Context: an optimization exercise on an open-source flow, tuned for small area. The choices shown serve that exercise and are no tape-out recipe. Only simulation tests tie the RTL to the original design; equivalence was not proved.

Setup of the baseline:
==> flow/design.v (excerpt) <==
module ms53l(
    input       clk,
    input       rst_n,
    input       key_in,
    input       uart_rx,
    output      uart_tx,
    input       uart_rx_ms53l,
    output      uart_tx_ms531,
    output reg  led_out,
    output wire stcp,
    output wire shcp,
    output wire ds,
    output wire oe
);
assign uart_tx = uart_rx_ms53l;
assign oe      = ~rst_n;
reg key_d1, key_d2;
wire touch = key_d2 & ~key_d1;
always @(posedge clk or negedge rst_n)
    if (!rst_n) begin
        key_d1  <= 1'b0;
        key_d2  <= 1'b0;
        led_out <= 1'b1;
    end else begin
        key_d1  <= key_in;
        key_d2  <= key_d1;
        if (touch) led_out <= ~led_out;
    end
reg        snd_en;       
reg [12:0] gap_cnt;      
reg        give;         
reg [3:0]  byte_cnt;     
reg [8:0]  bit_cnt;      
reg [3:0]  bit_idx;      
wire gap_end = (gap_cnt == 13'd1790);
always @(posedge clk)
    if (!snd_en)
        gap_cnt <= {11'd0, byte_cnt[3], 1'b0};
    else if (gap_end)
        gap_cnt <= 13'd0;
    else
  ...
Size: ~510 cells after synthesis, ~130 flip-flops, roughly 12 I/O pins.
Settings: LEC_CHECK=0, CAP_MARGIN=20, CORE_MARGIN=2, CORE_UTILIZATION=40, SLEW_MARGIN=20; clock period 10.0 ns.
standard.sh (not shown) runs the stock make flow with config.mk's settings and CLKGATE_MAP_FILE= SYNTH_SCRIPT=/design/flow/synth_recipe.tcl, a recipe that flattens the netlist after the stock synthesis.
==> flow/flow/run.sh <==
#!/bin/bash
# Layout flow: the standard ORFS flow (standard.sh) with three changes:
#  - synthesis: the standard script (own_synth.tcl = synth_recipe.tcl) with
#    ORFS's adder extraction off and ABC run on an area script
#    (abc_area.abc); flip-flops are mapped exactly as in the standard run;
#  - port buffers are the minimum-size buffer;
#  - clock tree built from clkbuf_4 only, without dummy loads.
# Each tool's full output goes to the ORFS logs, and each make run's output
# to a log file in this folder.
set -euo pipefail
F="$(pwd)/flow"
export OWN_ABC_SCRIPT="$F/abc_area.abc"
export CTS_ARGS='-sink_clustering_enable -buf_list "sky130_fd_sc_hd__clkbuf_4" -dont_use_dummy_load -repair_clock_nets'
export BUFFER_PORTS_ARGS="-buffer_cell sky130_fd_sc_hd__buf_1"
bash standard.sh SYNTH_SCRIPT="$F/own_synth.tcl" ADDER_MAP_FILE= synth > synth.log 2>&1
bash standard.sh SYNTH_SCRIPT="$F/own_synth.tcl" ADDER_MAP_FILE= finish > layout.log 2>&1
==> flow/flow/abc_area.abc <==
strash
&get -n
&fraig -x
&put
scorr
dc2
strash
&get -n
&syn2
&dch -f
&nf -R 1000
&put
==> flow/flow/own_synth.tcl <==
proc synth {args} { yosys synth -nofsm -noshare {*}$args }
proc abc {args} {
  set i [lsearch -exact $args -script]
  if { $i >= 0 } { lset args [expr { $i + 1 }] $::env(OWN_ABC_SCRIPT) }
  yosys abc {*}$args
}
source $::env(SCRIPTS_DIR)/synth.tcl
# left out here: clear keep_hierarchy, flatten, clean up, hide names made inside functions, write 1_2_yosys.v
For the candidate, these inputs were changed with respect to the baseline:
--- a/flow/design.v
+++ b/flow/design.v
@@ -30,44 +30,44 @@
 reg [12:0] gap_cnt;      
 reg        give;         
 reg [3:0]  byte_cnt;     
 reg [8:0]  bit_cnt;      
 reg [3:0]  bit_idx;      
 wire gap_end = (gap_cnt == 13'd1790);
-always @(posedge clk)
-    if (!snd_en)
-        gap_cnt <= {11'd0, byte_cnt[3], 1'b0};
-    else if (gap_end)
-        gap_cnt <= 13'd0;
-    else
-        gap_cnt <= {gap_cnt[11:0], ~(gap_cnt[12] ^ gap_cnt[3] ^ gap_cnt[2] ^ gap_cnt[0])};
 always @(posedge clk or negedge rst_n)
     if (!rst_n) begin
         snd_en   <= 1'b0;
+        gap_cnt  <= 13'd0;
         give     <= 1'b0;
         byte_cnt <= 4'd0;
     end else begin
         if (byte_cnt == 4'd11)
             snd_en <= 1'b0;
         else if (touch)
             snd_en <= 1'b1;
-        give <= gap_end & snd_en;
+        if (!snd_en)
+            gap_cnt <= {11'd0, byte_cnt[3], 1'b0};
+        else if (gap_end)
+            gap_cnt <= 13'd0;
+        else
+            gap_cnt <= {gap_cnt[11:0], ~(gap_cnt[12] ^ gap_cnt[3] ^ gap_cnt[2] ^ gap_cnt[0])};
+        give <= gap_end;
         if (snd_en) begin
             if (give)
                 byte_cnt <= byte_cnt + 1'b1;
         end else if (byte_cnt == 4'd11)
             byte_cnt <= 4'd12;
         else if (touch)
             byte_cnt <= 4'd0;
     end
-always @(posedge clk)
-    bit_cnt <= (give || bit_cnt == 9'd182) ? 9'd0 : {bit_cnt[7:0], ~(bit_cnt[8] ^ bit_cnt[4])};
-always @(posedge clk or negedge rst_n)
-    if (!rst_n)
+always @(posedge clk or negedge rst_n)
+    if (!rst_n) begin
+        bit_cnt <= 9'd0;
         bit_idx <= 4'd9;
-    else begin
+    end else begin
+        bit_cnt <= (give || bit_cnt == 9'd182) ? 9'd0 : {bit_cnt[7:0], ~(bit_cnt[8] ^ bit_cnt[4])};
         if (give)
             bit_idx <= 4'd15;
         else if (bit_idx != 4'd9 && bit_cnt == 9'd7)
             bit_idx <= bit_idx + 1'b1;
     end
 reg [7:0] tx_byte;
@@ -111,30 +111,30 @@
 wire rx_done  = (rx_cnt == 4'd9) && (rx_clk == 9'd3);
 always @(posedge clk or negedge rst_n)
     if (!rst_n) begin
         rxd_d0  <= 1'b0;
         rxd_d1  <= 1'b0;
         rx_flag <= 1'b0;
+        rx_clk  <= 9'd0;
         rx_cnt  <= 4'd0;
         rx_bytes <= 4'd0;
     end else begin
         rxd_d0 <= uart_rx_ms53l;
         rxd_d1 <= rxd_d0;
+        if (rx_start)
+            rx_flag <= 1'b1;
+        else if ((rx_cnt == 4'd9) && (rx_clk == 9'd77))
+            rx_flag <= 1'b0;
+        rx_clk <= (rx_flag && rx_clk != 9'd182) ? {rx_clk[7:0], ~(rx_clk[8] ^ rx_clk[4])} : 9'd0;
         if (!rx_flag)
             rx_cnt <= 4'd0;
         else if (rx_clk == 9'd182)
             rx_cnt <= rx_cnt + 1'b1;
-        if (rx_start)
-            rx_flag <= 1'b1;
-        else if ((rx_cnt == 4'd9) && (rx_clk == 9'd77))
-            rx_flag <= 1'b0;
         if (rx_done)
             rx_bytes <= (rx_bytes == 4'd11) ? 4'd0 : rx_bytes + 1'b1;
     end
-always @(posedge clk)
-    rx_clk <= (rx_flag && rx_clk != 9'd182) ? {rx_clk[7:0], ~(rx_clk[8] ^ rx_clk[4])} : 9'd0;
 always @(posedge clk)
     if (rx_clk == 9'd77)
         rx_data <= {rxd_d1, rx_data[7:1]};
 reg [1:0] ph;        
 reg [3:0] bitn;      
 reg [7:0] slot;      
Notes after the runs:
- Count of non-filler cells in the finished layout, the baseline and the candidate: higher on the candidate
- Compared with the baseline, the candidate shows simple-gate share of the synthesized area lower by 0.23 points.
- Relative to the baseline, the candidate improves least setup slack across all paths after layout.
- Count of inserted antenna diode cells delta for the candidate relative to the baseline: 1 higher
- Of the two values seen for path type of the worst setup path, primary input to output port was produced by the baseline and flop to output port by the candidate.
- Per-cell via count in the routed design: the baseline vs the candidate — no meaningful difference
- The relative area of clock buffers and inverters in the final design of the baseline and that of the candidate are within noise of each other.
- Routing usage on met1: the baseline and the candidate compared, higher one is the candidate
- Summary of the candidate over the baseline: number of top-level design ports flat, number of buffer and inverter instances along the worst setup path down 3, met1 wire length up about 8%, routed wire length up about 7.5%.
- | worst-case hold slack | the candidate vs the baseline | better |

-- afterwards: timing with drivers on the ports --
The flow's constraints put no driver on any port. The routed layouts listed below were extracted and timed again, unchanged, in two steps.
Step 1, drivers: a clkbuf_16 drives clk and a buf_2 each remaining input, both assumed.
Step 2 adds t to the input delays and takes it off the output delays; t is the mean of the earliest and latest rising clock arrival at the registers after step 1. Input paths then give back, and output paths get back, about the clock's delay inside the block.
Three values: ideal ports, drivers, drivers and shift; two values: the first two.
| run | shift t [ns] | setup slack, ns | hold WS [ns] | cell pins on the clock port's net |
|---|---|---|---|---|
| the baseline | 0.534 | 4.941 / 4.919 / 4.919 | 0.388 / 0.388 / 0.388 | 1 |
| the candidate | 0.522 | 5.411 / 5.377 / 5.493 | 0.391 / 0.391 / 0.391 | 1 |
After both steps every run listed still meets setup and hold. For the baseline, which loses most, drivers alone change the setup slack by -0.022 ns; drivers and shift together by -0.022 ns.
